This is an optimization exercise on Yosys and OpenROAD, whose aim is small area, not a production implementation. Only simulation tests tie the RTL to the original design; equivalence was not proved. Power figures rest on the tool's default switching activity, not on a simulated workload.

$ cat design/flow/design.v
`timescale 1 ns / 1 ns
module ooo_backend (
	input clk,
	input rst,
	input [1:0] new_valid,
	input [5:0] new_ALUOp,
	input [9:0] new_src_reg1,
	input [9:0] new_src_reg2,
	input [1:0] new_use_imm,
	input [31:0] new_imm,
	input [9:0] new_dest_reg1,
	output [7:0] new_robn,
	output [2:0] Comp,
	output [2:0] RegWrite,
	output [14:0] write_reg,
	output [47:0] write_data,
	output [11:0] out_robn,
	output [2:0] is_sw,
	output EnWrite,
	output [4:0] write_addr,
	output [15:0] write_data_mem
);
	localparam W = 41;
	genvar i, r, b;
	function automatic [33:0] top2zero(input [15:0] v);
		reg [15:0] o0, o1;
		reg a1, a2;
		integer k;
		begin
			a1 = 0; a2 = 0; o0 = 0; o1 = 0;
			for (k = 15; k >= 0; k = k - 1) begin
				o0[k] = ~v[k] & ~a1;
				o1[k] = ~v[k] & a1 & ~a2;
				a2 = a2 | (a1 & ~v[k]);
				a1 = a1 | ~v[k];
			end
			top2zero = {a2, a1, o1, o0};
		end
	endfunction
	function automatic [3:0] enc16(input [15:0] oh);
		integer k;
		begin
			enc16 = 0;
			for (k = 0; k < 16; k = k + 1)
				if (oh[k]) enc16 = enc16 | k[3:0];
		end
	endfunction
	function automatic [15:0] top1(input [15:0] v);
		reg a;
		integer k;
		begin
			a = 0;
			for (k = 15; k >= 0; k = k - 1) begin
				top1[k] = v[k] & ~a;
				a = a | v[k];
			end
		end
	endfunction
	function automatic [31:0] dec32(input [4:0] a);
		dec32 = 32'd1 << a;
	endfunction
	reg [15:0] rob_valid, rob_complete, rob_complete_d;
	wire [1:0][3:0] robn;
	wire [33:0] rob_free = top2zero(rob_valid);
	assign robn[0] = rob_free[32] ? enc16(rob_free[15:0]) : 4'hf;
	assign robn[1] = rob_free[33] ? enc16(rob_free[31:16]) : 4'hf;
	assign new_robn = robn;
	wire [33:0] rob_ret = top2zero(rob_valid & rob_complete);
	wire [15:0] ret_oh = rob_ret[15:0];
	wire [15:0] add_oh0 = {rob_free[15] | ~rob_free[32], rob_free[14:0]} & {16{new_valid[0]}};
	wire [15:0] add_oh1 = {rob_free[31] | ~rob_free[33], rob_free[30:16]} & {16{new_valid[1]}};
	reg [15:0] use_r;
	reg [15:0][W-1:0] rows;
	reg [31:1] rr;            
	wire [31:1] rr_eff;
	reg last_alu;
	function automatic [2:0] f_op(input [W-1:0] x);   f_op = x[2:0];     endfunction
	function automatic f_alu(input [W-1:0] x);        f_alu = x[3];      endfunction
	function automatic [4:0] f_dest(input [W-1:0] x); f_dest = x[8:4];   endfunction
	function automatic [4:0] f_s1(input [W-1:0] x);   f_s1 = x[13:9];    endfunction
	function automatic [4:0] f_s2(input [W-1:0] x);   f_s2 = x[18:14];   endfunction
	function automatic f_ui(input [W-1:0] x);         f_ui = x[19];      endfunction
	function automatic [15:0] f_imm(input [W-1:0] x); f_imm = x[35:20];  endfunction
	function automatic [3:0] f_robn(input [W-1:0] x); f_robn = x[39:36]; endfunction
	wire [33:0] rs_free = top2zero(use_r);
	wire [15:0] w0 = rs_free[15:0] & {16{new_valid[0]}};
	wire [15:0] w1 = rs_free[31:16] & {16{new_valid[1]}};
	wire disp0 = new_valid[0] & rs_free[32];
	wire disp1 = new_valid[1] & rs_free[33];
	wire isalu0 = ~new_ALUOp[2] | (new_ALUOp[1:0] == 2'b00);
	wire isalu1 = ~new_ALUOp[5] | (new_ALUOp[4:3] == 2'b00);
	wire alu_s0 = last_alu;
	wire alu_s1 = last_alu ^ (disp0 & isalu0);
	wire last_alu_n = alu_s1 ^ (disp1 & isalu1);
	wire [W-1:0] in0 = {new_src_reg1[4:0] == new_dest_reg1[4:0], robn[0], new_imm[15:0], new_use_imm[0], new_src_reg2[4:0], new_src_reg1[4:0], new_dest_reg1[4:0], alu_s0, new_ALUOp[2:0]};
	wire [W-1:0] in1 = {new_src_reg1[9:5] == new_dest_reg1[9:5], robn[1], new_imm[31:16], new_use_imm[1], new_src_reg2[9:5], new_src_reg1[9:5], new_dest_reg1[9:5], alu_s1, new_ALUOp[5:3]};
	wire [15:0] rs_hold = ~(w0 | w1);
	wire [15:0][W-1:0] rows_d;
	generate
		for (i = 0; i < 16; i = i + 1) begin : g_rows
			for (b = 0; b < W; b = b + 1) begin : g_b
				rs_cell u (.a(in0[b]), .wa(w0[i]), .b(in1[b]), .wb(w1[i]), .q(rows[i][b]), .h(rs_hold[i]), .y(rows_d[i][b]));
			end
		end
	endgenerate
	wire [15:0] rdy, ismem;
	wire [15:0] c0, c1, c2;
	generate
		for (i = 0; i < 16; i = i + 1) begin : g_rdy
			wire l1, l2;
			lut32n u1 (.v({rr_eff, ~rst}), .a(f_s1(rows[i])), .y(l1));
			lut32n u2 (.v({rr_eff, ~rst}), .a(f_s2(rows[i])), .y(l2));
			assign rdy[i] = ~(l1 | l2) | rows[i][40];
			wire [2:0] op = f_op(rows[i]);
			assign ismem[i] = op[2] & (op[1] | op[0]);
			assign c0[i] = use_r[i] & rdy[i] & ~ismem[i] & ~f_alu(rows[i]);
			assign c1[i] = use_r[i] & rdy[i] & ~ismem[i] & f_alu(rows[i]);
			assign c2[i] = use_r[i] & rdy[i] & ismem[i];
		end
	endgenerate
	reg [15:0] p0, p1;         
	reg is0, is1;
	reg cmp0, cmp1;
	reg is2, is2_d;
	reg m_lw, m_sw;
	reg [4:0] m_s1, m_s2, m_imm, m_dest;
	reg [3:0] m_robn;
	reg rw2, en_w, cmp2;
	reg [4:0] m_addr;
	wire fu_ready2 = ~(is2 & (m_lw | m_sw));
	wire [15:0] sel0 = top1(c0);
	wire [15:0] sel1 = top1(c1);
	wire [15:0] sel2 = top1(c2) & {16{fu_ready2}};
	wire iss0 = |c0;
	wire iss1 = |c1;
	wire iss2 = (|c2) & fu_ready2;
	wire [W-1:0] pr0, pr1, sr2;
	generate
		for (b = 0; b < W; b = b + 1) begin : g_rd
			wire [15:0] col;
			for (i = 0; i < 16; i = i + 1) begin : g_c
				assign col[i] = rows[i][b];
			end
			if (b != 3 && b != 40) begin : g_p
				sel16 u0 (.d(col), .s(p0), .y(pr0[b]));
				sel16 u1 (.d(col), .s(p1), .y(pr1[b]));
			end else begin : g_np
				assign pr0[b] = 1'b0;
				assign pr1[b] = 1'b0;
			end
			if (b <= 2 || (b >= 4 && b <= 18) || (b >= 20 && b <= 24) || (b >= 36 && b <= 39)) begin : g_m
				sel16 u2 (.d(col), .s(sel2), .y(sr2[b]));
			end else begin : g_nm
				assign sr2[b] = 1'b0;
			end
		end
	endgenerate
	reg [31:0][15:0] regs;
	reg [31:0][15:0] mem;
	wire [31:0] ra0 = dec32(f_s1(pr0)), rb0 = dec32(f_s2(pr0)) & {32{~f_ui(pr0)}};
	wire [31:0] ra1 = dec32(f_s1(pr1)), rb1 = dec32(f_s2(pr1)) & {32{~f_ui(pr1)}};
	wire [31:0] rm1 = dec32(m_s1), rm2 = dec32(m_s2);
	wire [31:0] rmem = dec32(m_addr);
	wire [15:0] a0_in1, a0_r2, a1_in1, a1_r2, sdata, memrd;
	wire [4:0] m_base;
	generate
		for (b = 0; b < 16; b = b + 1) begin : g_rp
			wire [31:0] col, mcol;
			for (r = 0; r < 32; r = r + 1) begin : g_c
				assign col[r] = regs[r][b];
				assign mcol[r] = mem[r][b];
			end
			sel32 u0 (.d(col), .s(ra0), .y(a0_in1[b]));
			sel33 u1 (.d({pr0[20+b], col}), .s({pr0[19], rb0}), .y(a0_r2[b]));
			sel32 u2 (.d(col), .s(ra1), .y(a1_in1[b]));
			sel33 u3 (.d({pr1[20+b], col}), .s({pr1[19], rb1}), .y(a1_r2[b]));
			sel32 u5 (.d(col), .s(rm2), .y(sdata[b]));
			sel32 u6 (.d(mcol), .s(rmem), .y(memrd[b]));
			if (b < 5) begin : g_a
				sel32 u4 (.d(col), .s(rm1), .y(m_base[b]));
			end
		end
	endgenerate
	wire [15:0] a0_in2 = a0_r2;
	wire [15:0] a1_in2 = a1_r2;
	wire [15:0] res0, res1;
	alu16 alu_0 (.op(f_op(pr0)), .a(a0_in1), .b(a0_in2), .y(res0));
	alu16 alu_1 (.op(f_op(pr1)), .a(a1_in1), .b(a1_in2), .y(res1));
	wire [4:0] maddr = m_base + m_imm;
	wire [31:0] mdec = dec32(m_dest);
	wire [31:0] wdec0 = dec32(f_dest(pr0)) & {32{is0}};
	wire [31:0] wdec1 = dec32(f_dest(pr1)) & {32{is1}};
	wire [31:0] wdec2 = mdec & {32{rw2}};
	wire [15:0] wd0 = res0 & {16{~rst}};
	wire [31:0] rs2 = wdec2 & {32{~rst}};
	wire [31:0] rs1 = wdec1 & ~wdec2 & {32{~rst}};
	wire [31:0] rs0 = (wdec0 & ~wdec1 & ~wdec2) | {32{rst}};
	wire [31:0] rh = ~(rs0 | rs1 | rs2);
	wire [31:0][15:0] regs_d;
	wire [31:0] ms = (dec32(maddr) & {32{en_w}}) | {32{rst}};
	wire [31:0] mh = ~ms;
	wire [15:0] mwd = sdata & {16{~rst}};
	wire [31:0][15:0] mem_d;
	generate
		for (r = 0; r < 32; r = r + 1) begin : g_rw
			for (b = 0; b < 16; b = b + 1) begin : g_b
				rf_cell u (.d0(wd0[b]), .s0(rs0[r]), .d1(res1[b]), .s1(rs1[r]), .d2(memrd[b]), .s2(rs2[r]),
					.q(regs[r][b]), .h(rh[r]), .y(regs_d[r][b]));
				mem_cell m (.d(mwd[b]), .s(ms[r]), .q(mem[r][b]), .h(mh[r]), .y(mem_d[r][b]));
			end
		end
	endgenerate
	assign Comp = {cmp2, cmp1, cmp0};
	assign RegWrite = {rw2, is1, is0};
	assign write_reg = {m_dest, f_dest(pr1), f_dest(pr0)};
	assign write_data = {memrd, res1, res0};
	assign out_robn = {m_robn, f_robn(pr1), f_robn(pr0)};
	assign is_sw = 3'b000;
	assign EnWrite = en_w;
	assign write_addr = maddr;
	assign write_data_mem = sdata;
	assign rr_eff = rr | wdec0[31:1] | wdec1[31:1] | (mdec[31:1] & {31{is2}});
	wire [31:0] rr_set = mdec & {32{~fu_ready2}};
	wire [31:0] rr_clr = (dec32(new_dest_reg1[4:0]) & {32{disp0}}) | (dec32(new_dest_reg1[9:5]) & {32{disp1}});
	integer k;
	always @(posedge clk) begin
		rows <= rows_d;
		regs <= regs_d;
		mem <= mem_d;
		if (rst) begin
			use_r <= 0;
			rr <= '1;
			last_alu <= 1'b1;
			p0 <= 0; p1 <= 0;
			is0 <= 0; is1 <= 0; is2 <= 0; is2_d <= 0;
			cmp0 <= 0; cmp1 <= 0; cmp2 <= 0;
			rw2 <= 0; en_w <= 0;
			rob_valid <= 0; rob_complete <= 0; rob_complete_d <= 0;
		end else begin
			use_r <= (use_r | w0 | w1) & ~sel0 & ~sel1 & ~sel2;
			last_alu <= last_alu_n;
			rr <= rr_set[31:1] | (rr_eff & ~rr_clr[31:1]);
			p0 <= sel0; p1 <= sel1;
			is0 <= iss0; is1 <= iss1;
			cmp0 <= is0; cmp1 <= is1;
			is2 <= iss2; is2_d <= is2;
			rw2 <= is2 & m_lw;
			en_w <= is2 & m_sw;
			cmp2 <= m_lw ? is2_d : is2;
			rob_valid <= (rob_valid & ~ret_oh) | add_oh0 | add_oh1;
			rob_complete <= rob_complete_d & ~ret_oh;
			rob_complete_d <= rob_complete_d | (dec32({1'b0, f_robn(pr0)}) & {16{is0}}) |
			                  (dec32({1'b0, f_robn(pr1)}) & {16{is1}}) | (dec32({1'b0, m_robn}) & {16{rw2}});
		end
		if (iss2) begin
			m_lw <= (f_op(sr2) == 3'd5);
			m_sw <= (f_op(sr2) == 3'd6);
			m_s1 <= f_s1(sr2);
			m_s2 <= f_s2(sr2);
			m_imm <= sr2[24:20];
			m_dest <= f_dest(sr2);
			m_robn <= f_robn(sr2);
		end
		m_addr <= maddr;
	end
endmodule
module aoi222 (input a, input b, input c, input d, input e, input f, output y);
	assign y = ~((a & b) | (c & d) | (e & f));
endmodule
module rs_cell (input a, input wa, input b, input wb, input q, input h, output y);
	wire n;
	aoi222 u (.a(a), .b(wa), .c(b), .d(wb), .e(q), .f(h), .y(n));
	assign y = ~n;
endmodule
module rf_cell (input d0, input s0, input d1, input s1, input d2, input s2, input q, input h, output y);
	wire n, m;
	aoi222 u (.a(d0), .b(s0), .c(d1), .d(s1), .e(d2), .f(s2), .y(n));
	nand2c u1 (.a(q), .b(h), .y(m));
	nand2c u2 (.a(n), .b(m), .y(y));
endmodule
module nand2c (input a, input b, output y);
	assign y = ~(a & b);
endmodule
module nand3c (input a, input b, input c, output y);
	assign y = ~(a & b & c);
endmodule
module nand4c (input a, input b, input c, input d, output y);
	assign y = ~(a & b & c & d);
endmodule
module or3c (input a, input b, input c, output y);
	assign y = a | b | c;
endmodule
module mem_cell (input d, input s, input q, input h, output y);
	assign y = (d & s) | (q & h);
endmodule
module lut32n (input [31:0] v, input [4:0] a, output y);
	wire [7:0] m;
	wire [1:0] h;
	genvar j;
	generate
		for (j = 0; j < 8; j = j + 1) begin : g
			mux4c u (.d(v[4*j+3:4*j]), .s(a[1:0]), .y(m[j]));
		end
	endgenerate
	mux4c u8 (.d(m[3:0]), .s(a[3:2]), .y(h[0]));
	mux4c u9 (.d(m[7:4]), .s(a[3:2]), .y(h[1]));
	mux2ic u10 (.a(h[0]), .b(h[1]), .s(a[4]), .y(y));
endmodule
module mux4c (input [3:0] d, input [1:0] s, output y);
	assign y = d[s];
endmodule
module mux2ic (input a, input b, input s, output y);
	assign y = ~(s ? b : a);
endmodule
module sel16 (input [15:0] d, input [15:0] s, output y);
	wire [5:0] n;
	genvar j;
	generate
		for (j = 0; j < 5; j = j + 1) begin : g
			aoi222 u (.a(d[3*j]), .b(s[3*j]), .c(d[3*j+1]), .d(s[3*j+1]), .e(d[3*j+2]), .f(s[3*j+2]), .y(n[j]));
		end
	endgenerate
	assign n[5] = ~(d[15] & s[15]);
	assign y = ~&n;
endmodule
module sel32 (input [31:0] d, input [31:0] s, output y);
	wire [10:0] n;
	wire m;
	wire [2:0] t;
	genvar j;
	generate
		for (j = 0; j < 10; j = j + 1) begin : g
			aoi222 u (.a(d[3*j]), .b(s[3*j]), .c(d[3*j+1]), .d(s[3*j+1]), .e(d[3*j+2]), .f(s[3*j+2]), .y(n[j]));
		end
	endgenerate
	nand2c u10 (.a(d[30]), .b(s[30]), .y(n[10]));
	nand2c u11 (.a(d[31]), .b(s[31]), .y(m));
	nand4c t0 (.a(n[0]), .b(n[1]), .c(n[2]), .d(n[3]), .y(t[0]));
	nand4c t1 (.a(n[4]), .b(n[5]), .c(n[6]), .d(n[7]), .y(t[1]));
	nand4c t2 (.a(n[8]), .b(n[9]), .c(n[10]), .d(m), .y(t[2]));
	or3c o (.a(t[0]), .b(t[1]), .c(t[2]), .y(y));
endmodule
module sel33 (input [32:0] d, input [32:0] s, output y);
	wire [10:0] n;
	wire [2:0] t;
	genvar j;
	generate
		for (j = 0; j < 11; j = j + 1) begin : g
			aoi222 u (.a(d[3*j]), .b(s[3*j]), .c(d[3*j+1]), .d(s[3*j+1]), .e(d[3*j+2]), .f(s[3*j+2]), .y(n[j]));
		end
	endgenerate
	nand4c t0 (.a(n[0]), .b(n[1]), .c(n[2]), .d(n[3]), .y(t[0]));
	nand4c t1 (.a(n[4]), .b(n[5]), .c(n[6]), .d(n[7]), .y(t[1]));
	nand3c t2 (.a(n[8]), .b(n[9]), .c(n[10]), .y(t[2]));
	or3c o (.a(t[0]), .b(t[1]), .c(t[2]), .y(y));
endmodule
module alu16 (input [2:0] op, input [15:0] a, input [15:0] b, output [15:0] y);
	wire sub = ~op[2] & ~op[1] & op[0];
	wire [15:0] bx = b ^ {16{sub}};
	wire [15:0] p = a ^ bx;
	wire [15:0] g = a & bx;
	wire [16:0] c;        
	wire [16:0] nc;       
	wire [15:0] k;
	assign c[0] = 1'b0;
	assign k[0] = 1'b1;
	genvar j;
	generate
		for (j = 0; j < 16; j = j + 1) begin : g_c
			if (j % 2 == 0) begin : g_e
				if (j == 0) begin : g_0
					assign nc[1] = ~g[0];
				end else begin : g_n
					aoi21c u (.a(p[j]), .b(c[j]), .c(g[j]), .y(nc[j+1]));
				end
				assign c[j+1] = ~nc[j+1];
			end else begin : g_o
				oai21c u (.a(~p[j]), .b(nc[j]), .c(~g[j]), .y(c[j+1]));
			end
		end
	endgenerate
	wire [15:0] s;
	generate
		for (j = 0; j < 16; j = j + 1) begin : g_s
			if (j % 2 == 0) begin : g_e
				assign s[j] = p[j] ^ c[j];
			end else begin : g_o
				assign s[j] = ~(p[j] ^ nc[j]);
			end
		end
	endgenerate
	generate
		for (j = 1; j < 16; j = j + 1) begin : g_k
			assign k[j] = k[j-1] & s[j-1];
		end
	endgenerate
	wire [15:0] ar = s ^ ({16{sub}} & ({16{~c[16]}} | k));
	wire [15:0] sh = (|b[15:4]) ? 16'd0 : (a >> b[3:0]);
	assign y = op[2] ? sh : (op[1] ? (op[0] ? p : g) : ar);
endmodule
module aoi21c (input a, input b, input c, output y);
	assign y = ~((a & b) | c);
endmodule
module oai21c (input a, input b, input c, output y);
	assign y = ~((a | b) & c);
endmodule
$ cat design/flow/run.sh
#!/bin/bash
# synth_recipe.tcl (not shown) runs the flow's synth.tcl, then flattens the netlist and writes it again
# the make line also repeats each setting of config.mk as NAME=value (left out here)
make -C /OpenROAD-flow-scripts/flow DESIGN_CONFIG=/design/flow/config.mk WORK_HOME=/design/flow/orfs CLKGATE_MAP_FILE= SYNTH_SCRIPT=/design/flow/synth_recipe.tcl finish
$ cat design/flow/config.mk
export PLATFORM = sky130hd
export DESIGN_NAME = ooo_backend
export DESIGN_NICKNAME = ooo_backend
export VERILOG_FILES = /design/flow/design.v
export SDC_FILE = /design/flow/constraint.sdc
export NUM_CORES = 4
export LEC_CHECK = 0
export CAP_MARGIN = 20
export CORE_MARGIN = 2
export CORE_UTILIZATION = 30
export CTS_BUF_LIST = sky130_fd_sc_hd__clkbuf_16
export CTS_CLUSTER_DIAMETER = 100
export CTS_CLUSTER_SIZE = 20
export PLACE_DENSITY = 0.45
export SLEW_MARGIN = 20
export SYNTH_HIERARCHICAL = 1
$ cat design/flow/constraint.sdc
create_clock -name core_clock -period 15.0 [get_ports {clk}]
set_input_delay 3.0000 -clock core_clock [delete_from_list [all_inputs] [get_ports {clk}]]
set_output_delay 3.0000 -clock core_clock [all_outputs]
set_load 0.01 [all_outputs]
==> reports/qor.yml <==
grt:
  grt_overflow: 0
  grt_antenna_before_repair: 76
  grt_max_degree: 74
  track_usage_pct: 41.8
  grt_first_pass_wirelength_um: 1020000
  grt_pass1_vias: 112000
layout:
  seqCellArea_um2: 37300
  final_cell_count_no_fill: 15900
  drive_above_1_share_pct: 13.4
  syn2layout_area_growth_pct: 16.1
  multi_input_area_um2: 63200
  num-nets-final: 11400
  fill_cells: 34500
place:
  placed_cells: 15700
  dpl_worst_slack_ns: 1.79
  place_congestion: 1.13
  dpl.hpwl_um: 531000
  portBuffers: 184
route:
  drc_errors: 0
  routed_wirelength_um: 768000
  first_pass_iters: 28
  drtAntennaViolNets: 0
  wl_per_cell_um: 48.2
  vias: 125000
  drt_iter0_drc: 38300
  drt-vias-per-instance: 7.83
setup_path:
  cp_data_required_time_ns: 12.00
  cp-startpoint: "p1[9]"
  end_kind: "output pin"
  cpPeakStageDelay_ns: 0.79
  cp_max_fo: 23
  crit_arrival_ns: 11.78
  critPathKind: "flip-flop to output pin"
  reg2reg_from: "p0[9]"
  crit_top_cell: "o21ai_1"
  slowest_stage: "nand3b_1"
  startpoint_type: "flip-flop"
synth:
  synth_ff_type: "dfxtp_1"
  synth_area_um2: 103000
  synth_largest_area_cell: "dfxtp_1"
  async_reset_ff_share_pct: 0
  synthTopCellsByArea: "dfxtp_1, a222oi_1, mux4_2"
  synth_edf_count: 26
  synth_cells: 10500
  ys_seq_area_share_pct: 36.3
  ys_types: 96
  syn_avg_cell_area_um2: 9.74
  yosysTopAreaCellShare_pct: 35.6
  synth-seq-cells: 1848
  synth_warnings: 7
clocking:
  cts_resized: 0
  cts.clk_slew.worst_paths_ns: 0.09
  cts_tree: "done"
  root_buffer: "clkbuf_16"
  insertion_delay_ns: 0.99
  postCtsSetupBuffers: 0
  hold_buffers: 0
  cts_num_sinks: 1848
  cts_buffers: 119
  htree_levels: 3
  clockBufferDepth: 4
sta:
  final-setup-viol-count: 0
  tightest_slew_ns: 1.34
  finalCritPeriodShare_pct: 98.6
  finalHoldViolations: 0
  fin_crit_ns: 14.78
  max_freq_ghz: 0.0676
  final_max_slew_viol_count: 0
  max-slew-margin-rel_pct: 10.9
  skew_ns: 0.0682
  worst_hold_slack_ns: 0.465
  finalWorstSetupSlack_ns: 0.216
  grt_setup_unrepaired: "false"
  setup-tns-final_ns: 0
power:
  p_leak_nw: 44.4
  total_power_mw: 21.8
  p_switching_mw: 11.4
  p_per_area_nw_per_um2: 183
  p_clk_share_pct: 16.2
  switching_share_pct: 52.4
  power.internal_mw: 10.4
  pwr-share-comb_pct: 48.0
  power_frac_seq_pct: 35.8
  vdd_drop_max_v: 0.000264
floorplanning:
  core_um2: 340000
  die_w_um: 589
  die_area_um2: 346000
  rows: 214
  die_h_um: 589
  start_util_pct: 30.1
  num_io_pins: 188
worst_hold_path:
  hp-class: "flip-flop to flip-flop"
  min_from: "rob_complete[11]"
outcome:
  status: "finished clean"
run:
  cap_viol_max_count: 0
==> synth_stat cells (119+ instances only) <==
| library cell | number |
|---|---|
| a21oi_1 | 163 |
| a222oi_1 | 2735 |
| a22o_1 | 516 |
| and3_1 | 129 |
| clkbuf_1 | 126 |
| dfxtp_1 | 1822 |
| inv_1 | 748 |
| mux4_2 | 338 |
| nand2_1 | 1514 |
| nand4_1 | 408 |
| nor2_1 | 507 |
| nor3_1 | 119 |
| o21ai_0 | 135 |
==> logic make-up (layout without fill, tap and decap cells) <==
kind of cell	after synthesis	count (layout)	synth area share, %
AND/OR/NAND/NOR	3252	3252	15.0
adder cells (fa/ha/maj)	43	43	0.517
multiplexers	448	448	8.51
flip-flops	1848	1848	36.3
buffers and inverters	968	1718	3.77
other	1	99	0.00366
AO/OA/AOI/OAI	3859	3859	34.9
XOR/XNOR	110	110	0.940
==> Yosys stat by module (local to each module, per instance), a selection <==
| module | cell area (um^2) | flops+latches | copies in the design |
|---|---|---|---|
| nand4c | 6.26 | 0 | 271 |
| oai21c | 5.00 | 0 | 16 |
| mem_cell | 8.76 | 0 | 512 |
| alu16 | 2260 | 0 | 2 |
| or3c | 6.26 | 0 | 101 |
| ooo_backend | 47400 | 1848 | 1 |
| aoi222 | 10.0 | 0 | 2735 |
| mux2ic | 10.0 | 0 | 32 |
| mux4c | 22.5 | 0 | 320 |
| aoi21c | 8.76 | 0 | 14 |
| rs_cell | 3.75 | 0 | 656 |
| nand3c | 5.00 | 0 | 32 |
| nand2c | 3.75 | 0 | 1162 |
==> metrics by stage <==
| step | util [%] | instance area (um^2) |
|---|---|---|
| after floorplan | - | 103000 |
| after global placement | 33.8 | 115000 |
| after detailed placement | 33.9 | 115000 |
| after CTS | 34.9 | 119000 |
| after global routing | 35.0 | 119000 |
| final | 35.0 | 119000 |
==> layout by cell type, fill, tap and decap left out, types with 32 or more instances in the layout <==
cell and n:
a21oi_1 161, a222oi_1 2735, a22o_1 515, and3_1 128
buf_4 607, clkbuf_16 121, clkdlybuf4s50_1 179, conb_1 44
dfxtp_1 1789, dfxtp_2 33, diode_2 55, ha_1 36
inv_1 759, mux2i_1 101, mux4_2 338, nand2_1 1512
nand2b_1 45, nand3_1 115, nand4_1 408, nor2_1 409
nor2_2 73, nor2b_1 35, nor2b_4 32, nor3_1 92
o21ai_0 124, o21ai_1 50, or3_1 101, xnor2_1 81
==> routing by layer <==
layer	vias to the layer above	share of wire, %	GRT usage (%)
li1	48100	-	-
met1	62300	36	51.5
met2	11800	41	60.9
met3	2509	14	14.6
met4	32	8.7	28.7
met5	-	0.027	0.465
==> worst paths after layout <==
path	cells after the start	endpoint	slack [ns]
hold reg to reg	2	rob_valid[11]	0.47
hold / removal	2	rob_valid[11]	0.47
setup / recovery	33	write_data[20]	0.22
setup reg to reg	35	regs[441]	3.60
==> critical path, delay by kind of cell, from the launching register on <==
| family | cells | cell delay, ns |
|---|---|---|
| buffers and inverters | 6 | 1.66 |
| and+or+nand+nor | 6 | 3.07 |
| adders and majority gates | 1 | 0.44 |
| DFF | 1 | 0.52 |
| AOI/OAI and AO/OA | 20 | 5.05 |
==> sequential cells by signal (all words and copies together) (netlist names), 4 cells and up <==
| name | cells |
|---|---|
| m_addr | 5 |
| m_dest | 5 |
| m_imm | 5 |
| m_robn | 4 |
| m_s1 | 5 |
| m_s2 | 5 |
| mem | 512 |
| p0 | 16 |
| p1 | 16 |
| regs | 512 |
| rob_complete | 16 |
| rob_complete_d | 16 |
| rob_valid | 16 |
| rows | 656 |
| rr | 31 |
| use_r | 16 |
==> final cells by class <==
| type | count | area share, % |
|---|---|---|
| Sequential cell | 1848 | 31.3 |
| Clock inverter | 46 | 0.387 |
| Inverter | 753 | 2.38 |
| Multi-Input combinational cell | 7756 | 53.0 |
| Clock buffer | 121 | 2.54 |
| Tap cell | 4536 | 4.77 |
| Antenna cell | 55 | 0.116 |
| Timing Repair Buffer | 798 | 5.44 |
==> power groups by stage <==
stage	registers [mW]	clock network [mW]	logic, mW
2_1_floorplan	7.07	0	4.30
3_3_place_gp	7.77	0	9.73
3_5_place_dp	7.79	0	9.79
4_1_cts	7.68	3.58	9.81
5_1_grt	7.86	3.73	10.3
6_report	7.81	3.55	10.5

==> afterwards: timing with drivers on the ports <==
The flow's constraints put no driver on any port. The routed layout listed below was extracted and timed again, unchanged, in two steps.
Step 1, drivers: a clkbuf_16 drives clk and a buf_2 each remaining input, both assumed.
Step 2 times the ports against the registers' clock, not the clock port: input delays grow and output delays shrink by t, the midpoint of the rising clock arrivals with the driver on.
a / b / c = ideal ports / drivers / drivers and shift; a / b = the first two.
t (ns): 1.074
setup WS [ns]: 0.216 / 0.102 / 1.176
worst register clock-pin slew, ns: 0.10 / 0.10
pins driven straight from the clock port: 1
After both steps setup and hold are still met in this run. The setup slack of this run moves by -0.114 ns with the drivers and by +0.960 ns with both steps.
